From an optimization exercise on the open Yosys and OpenROAD flow, aimed at a short achievable clock period and few clock cycles; shortcuts taken in it are not production practice.
Function was checked by simulation only, so behaviour that the tests miss may differ from the original.
Power and IR drop assume default switching activity.

### design/flow/design.v
module rfile #(
    parameter REG_W = -1,
    parameter REG_S = -1,
    parameter DATA_W = -1
)(
    input wire  clk,
    input wire [REG_W-1:0] a1,a2,a3,
    output wire [DATA_W-1:0] rd1,rd2,
    input wire [DATA_W-1:0] wd,
    input wire              we
);
    reg [DATA_W-1:0] rf [0:REG_S-1];
    wire [DATA_W-1:0] x1;
    assign x1 = rf[1];
    assign rd1 = (a1 == 0) ? {DATA_W{1'b0}} : rf[a1];
    assign rd2 = (a2 == 0) ? {DATA_W{1'b0}} : rf[a2];
    always @(posedge clk) begin
        if (we && (a3 != 0)) begin
            rf[a3] <= wd;
        end
    end
endmodule
module alu #(
    parameter DATA_W =32,
    parameter SHAMT_W = 5,
    parameter OP =3
)(
    input wire [DATA_W-1:0] a,
    input wire [DATA_W-1:0] b,
    input wire [OP-1:0]     s,
    input wire              ext,
    output reg [DATA_W-1:0] y
);
    wire [SHAMT_W-1:0] shamt = b[SHAMT_W-1:0];  
    always @(*) begin
        case (s)
        3'b000: y= ext ? (a-b) : (a+b);  
        3'b111: y= a & b;                
        3'b110: y= a | b;                
        3'b100: y= a ^ b;                
        3'b001: y= a << shamt;           
        3'b010: y= {{(DATA_W-1){1'b0}}, ($signed(a) < $signed(b))};  
        3'b011: y= {{(DATA_W-1){1'b0}}, (a < b)};                    
        3'b101:  begin
            if (ext)
                y = $signed(a) >>> shamt;  
            else
                y = a >> shamt;          
        end
        default: y=0;
     endcase
    end
endmodule
module rv32i #(
    parameter   MEMORY_S    =   2**8,
    parameter   OPCODE_W    =   7,
    parameter   SHAMT_W     =   5,
    parameter   OP          =   3,
    parameter   PC_W        =   10,
    parameter   REG_W       =   5,
    parameter   DATA_W      =   32,
    parameter   REG_S       =   32,
    parameter   FUNCT3      =   3,
    parameter   FUNCT7      =   7,
    parameter   IMM         =   32,
    parameter   BYTE        =   8,
    parameter   HALF        =   2*BYTE,
    parameter   WORD        =   4*BYTE,
    parameter   STORE_M     =   2
)(
    input wire                  clk,
    input wire                  n_rst,
    input wire  [DATA_W-1:0]    instruction,
    output wire [PC_W-1:0]      pc,
    input wire  [DATA_W-1:0]    d_in,
    output wire                 wr_en,
    output wire [STORE_M-1:0]   mode,
    output wire [PC_W-1:0]      wr_addr,
    output wire [PC_W-1:0]      rd_addr,
    output wire [DATA_W-1:0]    d_out
);
    reg [PC_W - 1:0]        pc_reg;
    reg [DATA_W - 1:0]      inst;
    reg [PC_W-1:0]          pc_D;     
    wire                    r_we;
    wire [PC_W-1:0]         pc_next;
    reg                     valid_D, valid_E, valid_M, valid_W;
    wire                    pc_write_en;
    wire                    ifid_write_en;
    wire                    stall_pipeline;
    wire                    flush_pipeline;
    assign pc    = pc_reg;
    always @(posedge clk or negedge n_rst) begin
        if (!n_rst) begin
            pc_reg <= 0;
        end else if (pc_write_en) begin
            pc_reg <= pc_next;
        end else begin
            pc_reg <= pc_reg;  
        end
    end
    always @(posedge clk or negedge n_rst) begin
        if (!n_rst) begin
            inst <= 0;
            valid_D <= 0;
            pc_D <= 0;
        end else if (flush_pipeline) begin
            valid_D <= 0;
            inst <= inst;  
            pc_D <= pc_D;  
        end else if (ifid_write_en) begin
            inst <= instruction;
            pc_D <= pc_reg;    
            valid_D <= 1;
        end else begin
            inst <= inst;  
            pc_D <= pc_D;  
            valid_D <= valid_D;
        end
    end
    wire    [REG_W-1:0]     rs1,rs2,rd;
    wire    [DATA_W-1:0]    rdata1,rdata2;
    wire                    aluop;
    wire    [OPCODE_W-1:0]  opcode;
    wire    [FUNCT3-1:0]    funct3;
    wire    [FUNCT7-1:0]    funct7;
    wire    [DATA_W-1:0]    imm_i, imm_s, imm_b, imm_j, imm_u;
    wire    [DATA_W-1:0]    imm_sel;
    reg     [REG_W-1:0]     rd_E;
    reg     [REG_W-1:0]     rs1_E, rs2_E;
    reg     [DATA_W-1:0]    rdata_E1,rdata_E2;
    reg                     aluop_E;
    reg     [OP-1:0]        funct3_E;
    reg     [IMM-1:0]       imm_E;
    reg     [OPCODE_W-1:0]  opcode_E;
    reg     [PC_W-1:0]      pc_E;
    assign funct7   = inst[31:25];
    assign rs2      = inst[24:20];
    assign rs1      = inst[19:15];
    assign funct3   = inst[14:12];
    assign rd       = inst[11:7];
    assign opcode   = inst[6:0];
    assign aluop    = inst[30] && ((opcode == 7'b0110011) ||
                                   (opcode == 7'b0010011 && funct3 == 3'b101));
    assign imm_i = {{20{inst[31]}}, inst[31:20]};
    assign imm_s = {{20{inst[31]}}, inst[31:25], inst[11:7]};
    assign imm_b = {{19{inst[31]}}, inst[31], inst[7], inst[30:25], inst[11:8], 1'b0};
    assign imm_j = {{11{inst[31]}}, inst[31], inst[19:12], inst[20], inst[30:21], 1'b0};
    assign imm_u = {inst[31:12], 12'b0};
    assign imm_sel = (opcode == 7'b0000011   || opcode == 7'b0010011   || opcode == 7'b1100111) ? imm_i :
                     (opcode == 7'b0100011)   ? imm_s :
                     (opcode == 7'b1100011)  ? imm_b :
                     (opcode == 7'b1101111)     ? imm_j :
                     (opcode == 7'b0110111 || opcode == 7'b0010111) ? imm_u :
                     imm_i;
    wire                    id_rs2_used;
    assign id_rs2_used = (opcode == 7'b0110011) || (opcode == 7'b0100011) || (opcode == 7'b1100011);
    wire                    id_writes_rd;
    assign id_writes_rd = (opcode == 7'b0000011) || (opcode == 7'b0110011)  ||
                          (opcode == 7'b0010011)  || (opcode == 7'b1101111) ||
                          (opcode == 7'b1100111) || (opcode == 7'b0110111) ||
                          (opcode == 7'b0010111);
    wire    [DATA_W-1:0]    rdata1_byp, rdata2_byp;
    assign rdata1_byp = (r_we && rd_W != 0 && rd_W == rs1) ? wd : rdata1;
    assign rdata2_byp = (r_we && rd_W != 0 && rd_W == rs2) ? wd : rdata2;
    rfile #(
        .REG_W(REG_W),
        .DATA_W(DATA_W),
        .REG_S(REG_S)
    )rfile(
        .clk(clk),
        .a1(rs1),        
        .a2(rs2),        
        .a3(rd_W),       
        .rd1(rdata1),    
        .rd2(rdata2),    
        .wd(wd),         
        .we(r_we)        
    );
    always @(posedge clk or negedge n_rst) begin
        if (!n_rst) begin
            rdata_E1    <= 0;
            rdata_E2    <= 0;
            rd_E        <= 0;
            rs1_E       <= 0;
            rs2_E       <= 0;
            funct3_E    <= 0;
            aluop_E     <= 0;
            opcode_E    <= 0;
            imm_E       <= 0;
            pc_E        <= 0;
            valid_E     <= 0;
        end else if (flush_pipeline) begin
            rdata_E1    <= 0;
            rdata_E2    <= 0;
            rd_E        <= 0;
            rs1_E       <= 0;
            rs2_E       <= 0;
            funct3_E    <= 0;
            aluop_E     <= 0;
            opcode_E    <= 0;
            imm_E       <= 0;
            pc_E        <= 0;
            valid_E     <= 0;
        end else if (stall_pipeline) begin
            rdata_E1    <= 0;
            rdata_E2    <= 0;
            rd_E        <= 0;
            rs1_E       <= 0;
            rs2_E       <= 0;
            funct3_E    <= 0;
            aluop_E     <= 0;
            opcode_E    <= 0;
            imm_E       <= 0;
            pc_E        <= pc_E;  
            valid_E     <= 0;
        end else begin
            rdata_E1    <= rdata1_byp;
            rdata_E2    <= rdata2_byp;
            rd_E        <= (valid_D && id_writes_rd) ? rd : {REG_W{1'b0}};
            rs1_E       <= rs1;
            rs2_E       <= rs2;
            funct3_E    <= funct3;
            aluop_E     <= aluop;
            opcode_E    <= valid_D ? opcode : {OPCODE_W{1'b0}};
            imm_E       <= imm_sel;
            pc_E        <= pc_D;    
            valid_E     <= valid_D;
        end
    end
    reg     [DATA_W-1:0]    alu_res_M;
    reg     [REG_W-1:0]     rd_M;
    reg     [FUNCT3-1:0]    funct3_M;
    reg     [DATA_W-1:0]    rdata_M1,rdata_M2;
    reg     [OPCODE_W-1:0]  opcode_M;
    reg     [PC_W-1:0]      pc_M;
    wire    [DATA_W-1:0]    alu_res;
    wire    [DATA_W-1:0]    in_a, in_b;
    wire    [DATA_W-1:0]    rs1_fwd, rs2_fwd;
    wire    [FUNCT3-1:0]    s;
    wire                    branch_taken_E;
    wire    [PC_W-1:0]      pc_plus4;
    wire    [PC_W-1:0]      branch_target;
    wire    [PC_W-1:0]      jal_target;
    wire    [PC_W-1:0]      jalr_target;
    wire                    use_imm_E;
    reg     [PC_W-1:0]      pc_next_r;
    wire    [DATA_W-1:0]    branch_sum;
    wire    [DATA_W-1:0]    jal_sum;
    wire    [DATA_W-1:0]    jalr_sum;
    wire                    is_jal_E, is_jalr_E;
    assign s        = (opcode_E == 7'b0110011 || opcode_E == 7'b0010011) ? funct3_E : 0;
    assign use_imm_E= (opcode_E == 7'b0000011)  || (opcode_E == 7'b0100011) ||
                      (opcode_E == 7'b0010011)   || (opcode_E == 7'b1101111)   ||
                      (opcode_E == 7'b1100111)  || (opcode_E == 7'b0110111)   ||
                      (opcode_E == 7'b0010111);
    wire [DATA_W-1:0] wb_result = (opcode_W == 7'b0000011) ? rd_data_W : alu_res_W;
    assign rs1_fwd = (rd_M != 0 && rd_M == rs1_E) ? alu_res_M :
                     (rd_W != 0 && rd_W == rs1_E) ? wb_result : rdata_E1;
    assign rs2_fwd = (rd_M != 0 && rd_M == rs2_E) ? alu_res_M :
                     (rd_W != 0 && rd_W == rs2_E) ? wb_result : rdata_E2;
    assign in_a     = (opcode_E == 7'b0010111) ? pc_E : (opcode_E == 7'b0110111 ? {DATA_W{1'b0}} : rs1_fwd);
    assign in_b     = use_imm_E ? imm_E : rs2_fwd;
    reg                     br_cond_E;
    always @(*) begin
        case (funct3_E)
            3'b000 : br_cond_E = (rs1_fwd == rs2_fwd);
            3'b001 : br_cond_E = (rs1_fwd != rs2_fwd);
            3'b100 : br_cond_E = ($signed(rs1_fwd) <  $signed(rs2_fwd));
            3'b101 : br_cond_E = ($signed(rs1_fwd) >= $signed(rs2_fwd));
            3'b110: br_cond_E = (rs1_fwd <  rs2_fwd);
            3'b111: br_cond_E = (rs1_fwd >= rs2_fwd);
            default : br_cond_E = 1'b0;
        endcase
    end
    assign branch_taken_E = (opcode_E == 7'b1100011) && br_cond_E;
    assign pc_plus4       = pc_reg + 4;
    assign branch_sum     = pc_E + imm_E;
    assign branch_target  = branch_sum[PC_W-1:0];
    assign is_jal_E       = (opcode_E == 7'b1101111);
    assign is_jalr_E      = (opcode_E == 7'b1100111);
    assign jal_sum        = pc_E + imm_E;
    assign jalr_sum       = rs1_fwd + imm_E;
    assign jal_target     = jal_sum[PC_W-1:0];
    assign jalr_target    = {jalr_sum[PC_W-1:1], 1'b0};
    always @(*) begin
        pc_next_r = pc_plus4;
        if (branch_taken_E)  pc_next_r = branch_target;
        else if (is_jal_E)   pc_next_r = jal_target;
        else if (is_jalr_E)  pc_next_r = jalr_target;
    end
    assign pc_next = pc_next_r;
    alu #(
        .DATA_W(DATA_W),
        .SHAMT_W(SHAMT_W),
        .OP(OP)
    )alu(
        .a(in_a),
        .b(in_b),
        .s(s),  
        .ext(aluop_E),
        .y(alu_res)
    );
    wire [DATA_W-1:0] link_E = {{(DATA_W-PC_W){1'b0}}, pc_E} + 4;
    reg [DATA_W-1:0] store_data_M;
    always @(posedge clk or negedge n_rst)begin
        if (!n_rst) begin
            alu_res_M   <= 0;
            rd_M        <= 0;
            funct3_M    <= 0;
            opcode_M    <= 0;
            rdata_M1    <= 0;
            rdata_M2    <= 0;
            pc_M        <= 0;
            valid_M     <= 0;
            store_data_M<= 0;
        end else begin
            alu_res_M   <= (is_jal_E || is_jalr_E) ? link_E : alu_res;
            rd_M        <= rd_E;
            funct3_M    <= funct3_E;
            opcode_M    <= opcode_E;
            rdata_M1    <= rdata_E1;
            rdata_M2    <= rdata_E2;
            pc_M        <= pc_E;
            valid_M     <= valid_E;
            store_data_M<= rs2_fwd;
        end
    end
    wire    [DATA_W-1:0]    rd_data;
    reg     [OPCODE_W-1:0]  opcode_W;
    reg     [DATA_W-1:0]    rd_data_W;
    reg     [DATA_W-1:0]    alu_res_W;
    reg     [REG_W-1:0]     rd_W;
    reg     [PC_W-1:0]      pc_W;
    assign rd_addr  = alu_res_M;
    assign rd_data  = rd_data_sel(funct3_M,d_in);
    function [DATA_W-1:0] rd_data_sel(
        input [FUNCT3-1:0] funct,
        input [DATA_W-1:0] data
    );
        case(funct)
            3'b000 : rd_data_sel = (data[7]) ? {24'hFFFFFF,data[7:0]}:{24'h0,data[7:0]};
            3'b001 : rd_data_sel = (data[15]) ? {16'hFFFF,data[15:0]}:{16'h0,data[15:0]};
            3'b010 : rd_data_sel = data;
            3'b100 : rd_data_sel = {24'h0,data[7:0]};
            3'b101 : rd_data_sel = {16'h0,data[15:0]};
            default: rd_data_sel = 32'h0;
        endcase
    endfunction
    always @(posedge clk or negedge n_rst) begin
        if (!n_rst) begin
            opcode_W    <= 0;
            rd_data_W   <= 0;
            rd_W        <= 0;
            alu_res_W   <= 0;
            pc_W        <= 0;
            valid_W     <= 0;
        end else begin
            opcode_W    <= opcode_M;
            rd_data_W   <= rd_data;
            rd_W        <= rd_M;
            alu_res_W   <= alu_res_M;
            pc_W        <= pc_M;
            valid_W     <= valid_M;
        end
    end
    wire [DATA_W-1:0]   wd;
    wire [DATA_W-1:0]   jal_link;
    assign jal_link  = alu_res_W;
    assign wd        = (opcode_W == 7'b0000011) ? rd_data_W : alu_res_W;
    assign r_we     = valid_W && (
                      (opcode_W == 7'b0000011)  || (opcode_W == 7'b0110011)   ||
                      (opcode_W == 7'b0010011)   || (opcode_W == 7'b1101111)  ||
                      (opcode_W == 7'b1100111)  || (opcode_W == 7'b0110111)  ||
                      (opcode_W == 7'b0010111));
    assign wr_en    = valid_M && (opcode_M == 7'b0100011);
    assign mode     = funct3_M[1:0];
    assign wr_addr  = alu_res_M;
    assign d_out    = store_data_M;
    wire ex_is_load = (opcode_E == 7'b0000011);
    assign stall_pipeline = ex_is_load && (rd_E != 0) &&
                            ( (rd_E == rs1) || (id_rs2_used && (rd_E == rs2)) ) && valid_D;
    assign flush_pipeline = branch_taken_E || is_jal_E || is_jalr_E;
    assign pc_write_en    = ~stall_pipeline;
    assign ifid_write_en  = ~stall_pipeline;
endmodule
### design/flow/run.sh
#!/bin/bash
# synth_recipe.tcl (not shown) runs the flow's synth.tcl, then flattens the netlist and writes it again
# the make line also repeats each setting of config.mk as NAME=value (left out here)
make -C /OpenROAD-flow-scripts/flow DESIGN_CONFIG=/design/flow/config.mk WORK_HOME=/design/flow/orfs CLKGATE_MAP_FILE= SYNTH_SCRIPT=/design/flow/synth_recipe.tcl finish
### design/flow/config.mk
export PLATFORM = sky130hd
export DESIGN_NAME = rv32i
export DESIGN_NICKNAME = rv32i
export VERILOG_FILES = /design/flow/design.v
export SDC_FILE = /design/flow/constraint.sdc
export NUM_CORES = 4
export LEC_CHECK = 0
export CAP_MARGIN = 20
export CORE_MARGIN = 2
export CORE_UTILIZATION = 40
export SLEW_MARGIN = 20
### design/flow/constraint.sdc
create_clock -name core_clock -period 8.0 [get_ports {clk}]
set_input_delay 1.6000 -clock core_clock [delete_from_list [all_inputs] [get_ports {clk}]]
set_output_delay 1.6000 -clock core_clock [all_outputs]
set_load 0.01 [all_outputs]
==> flow_summary.yaml <==
status:
  outcome: "no timing/DRC/antenna violations"
final_layout:
  layout-drive-gt1-share_pct: 20.8
  nets: 5298
  layout_commonest_cell: "edfxtp_1"
  top_register: "rfile.rf"
  largest_register_ffs: 1024
  final_cell_mix: "edfxtp_1 (1024), mux4_2 (583), mux2i_1 (354)"
  design_area_sq_mm: 0.0811
  syn_to_final_growth_pct: 13.0
logic_synthesis:
  syn_inst: 5004
  async_flop_share_pct: 25.1
  ys_seq_area_share_pct: 54.8
  syn_area_sq_mm: 0.0717
  synthDistinctLibCells: 98
  avgSynthCellArea_sq_um: 14.3
  yosysWarnings: 3
  synth_area_leaders: "edfxtp_1 (43%), mux4_2 (18%), dfrtp_1 (12%)"
  ys.flop_type: "edfxtp_1"
  ys_ff_latch: 1367
  netlist.area_leader.share_pct: 42.9
  synth_edf_count: 1024
  yosysTopAreaCell: "edfxtp_1"
place:
  pre_cts_ws_ns: 0.576
  place.port_buffers: 130
  gp_congestion: 0.985
  hpwl_um: 157000
  placed_area_sq_mm: 0.0762
worst_setup_path:
  r2r_start: "opcode_W[5]"
  critPathTopFamily: "simple AND/OR/NAND/NOR gates"
  worstPathCellList: "and4bb_2 > nand3b_2 > mux2i_1 > clkinvlp_4 > mux2i_1 > o21ai_0 > ha_1 > a21o_1 > a21o_1 > a21oi_1 > nor3_1 > o31ai_1 > a32o_1 > nor4_1 > or3_1 > buf_4 > inv_1 > nand2_8 > buf_12 > nor2_1"
  crit_path_top_delay_cell: "clkinvlp_4"
  worstPathArrival_ns: 8.25
  required_ns: 8.71
  critPathMaxFanout: 75
  cp_num_buf_inv: 4
  cp-end-kind: "flop"
  worstSetupStartpoint: "opcode_W[5]"
  cp-start-kind: "flop"
  critPathMaxStageDelay_ns: 0.67
  worstSetupPathType: "flop to flop"
timing:
  worst_pin_slew_ns: 1.19
  setup_ws_ns: 0.452
  hold_violations: 0
  period_share_pct: 94.3
  slew_viol_final: 0
  setup_viol_count_final: 0
  tns_ns: 0
  fin_crit_ns: 7.55
  max_freq_mhz: 132
  fin_worst_skew_ns: 0.0329
  rsz0062_at_grt: "no"
  slew_headroom_pct: 18.7
clocking:
  root_buffer: "clkbuf_16"
  clkTransAtPathRegs_ns: 0.06
  clk_latency_ns: 0.81
  cts_max_path_buffers: 3
  cts_tree: "yes"
  cts_buffers: 146
  htree_num_levels: 4
  cts_hold_buf: 0
  cts.sinks: 1367
routing:
  via_per_inst: 6.29
  first_pass_iters: 6
  finalWirelength_um: 246000
  detail-route-antenna-nets: 0
  wl_per_cell_um: 32.6
  drt_iter0_drc: 6339
  routed-via-count: 47500
  drc: 0
power:
  cellPowerDensity_mw_per_mm2: 272
  peakVddDrop_uv: 242
  fin_total_pwr_uw: 22100
  leakagePower_uw: 0.0291
job:
  drv_cap: 0
global_route:
  grt_pass1_vias: 47400
  grt_max_degree: 172
  grt_pass1_wl_um: 350000
  grt_use_total_pct: 26.8
  grt_overflow_total: 0
  antenna_found_initial: 5
floorplanning:
  dieHeight_um: 428
  std_cell_rows: 155
  ios: 131
  dieWidth_um: 428
  die_area_sq_mm: 0.183
  core_region_area_sq_mm: 0.178
  start_util_pct: 40.2
worst_hold_path:
  hold_path_startpoint: "valid_E"
  min-delay-path-class: "flop to flop"
## per-stage QoR
step | instances | utilization [%] | hold slack (ns)
after floorplan | 5035 | - | 0.331
after global placement | 7276 | 42.6 | 0.331
after detailed placement | 7281 | 42.7 | 0.335
after CTS | 7544 | 45.4 | 0.349
after global routing | 7550 | 45.5 | 0.349
final | 7551 | 45.5 | 0.347
## report_power, final
group	internal [uW]	leakage [uW]	switching [uW]
sequential	8890	0.0133	574
clock	4000	0.00234	2880
combinational	2020	0.0135	3700
## what timing repair did
| item | in CTS | in global routing |
|---|---|---|
| endpoints found under the setup margin | 0 | 125 |
| buffers inserted | 0 | 1 |
| endpoints found under the hold margin | 0 | 0 |
| gates resized for setup | 0 | 5 |
## final cells by class
type                    instances  area, sq um
clock buffers                 195         4030
fillers                     15600        97300
repair buffers                283         2730
clock inverters                68          762
inverters                     182          698
flip-flops and latches       1367        39400
repair inverters                1         5.00
diodes                          1         2.50
well taps                    2355         2950
multi-input cells            3099        30600
## synthesized netlist by cell type, drive strengths merged, types with 32 or more instances
| library cell | n |
|---|---|
| a211oi | 81 |
| a21o | 58 |
| a21oi | 200 |
| a221oi | 58 |
| and3 | 38 |
| buf | 145 |
| clkbuf | 242 |
| dfrtp | 343 |
| edfxtp | 1024 |
| ha | 148 |
| inv | 182 |
| mux2i | 355 |
| mux4 | 583 |
| nand2 | 354 |
| nand3 | 51 |
| nor2 | 317 |
| nor3 | 66 |
| o21ai | 203 |
| o221ai | 33 |
| o22a | 50 |
| xnor2 | 57 |
| xor2 | 32 |
## metal layers
| layer | wire [um] | global-route usage [%] |
|---|---|---|
| met1 | 95900 | 35.1 |
| met2 | 117000 | 43.3 |
| met3 | 19500 | 4.77 |
| met4 | 13500 | 13.2 |
| met5 | 13 | 0 |
## logic make-up after synthesis
kind of cell	synth area share (%)
mux	23.7
buf+inv	3.27
simple gates	6.09
other cells	0.00523
xor+xnor	1.12
flops	54.8
fa+ha+maj	2.69
compound gates	8.34
## worst paths after layout
check,end,slack (ns),cells after the start
worst max-delay path,rdata_E1[17],0.45,20
worst min-delay path,valid_M,0.35,0
worst max register to register,rdata_E1[17],0.45,20
worst min register to register,valid_M,0.35,0
max in group asynchronous,inst[16],5.70,3
min in group asynchronous,store_data_M[19],0.75,1
Testbench counts, summed over its fixed seeds: cycles 87,957.

[separate check: timing with driven ports]
Ports are ideal in the flow. The routed layout listed here was re-timed in OpenROAD. Step 1 sets driving cells, clkbuf_16 on the clock port and buf_2 on the other inputs (assumed; they add their load-dependent delay and slew). Step 2 adds t to the input delays and takes it off the output delays; t is the mean of the earliest and latest rising clock arrival at the registers after step 1. Input paths then give back, and output paths get back, about the clock's delay inside the block. Three values: ideal ports, drivers, drivers and shift; two values: the first two.
t, ns: 0.881
slack for setup (ns): 0.452 / 0.452 / 0.452
hold WS [ns]: 0.347 / 0.347 / 0.347
clock arrival spread, ns: 0.033 / 0.033
After both steps this run still meets setup and hold. For this run, drivers alone change the setup slack by 0.000 ns; drivers and shift together by 0.000 ns.
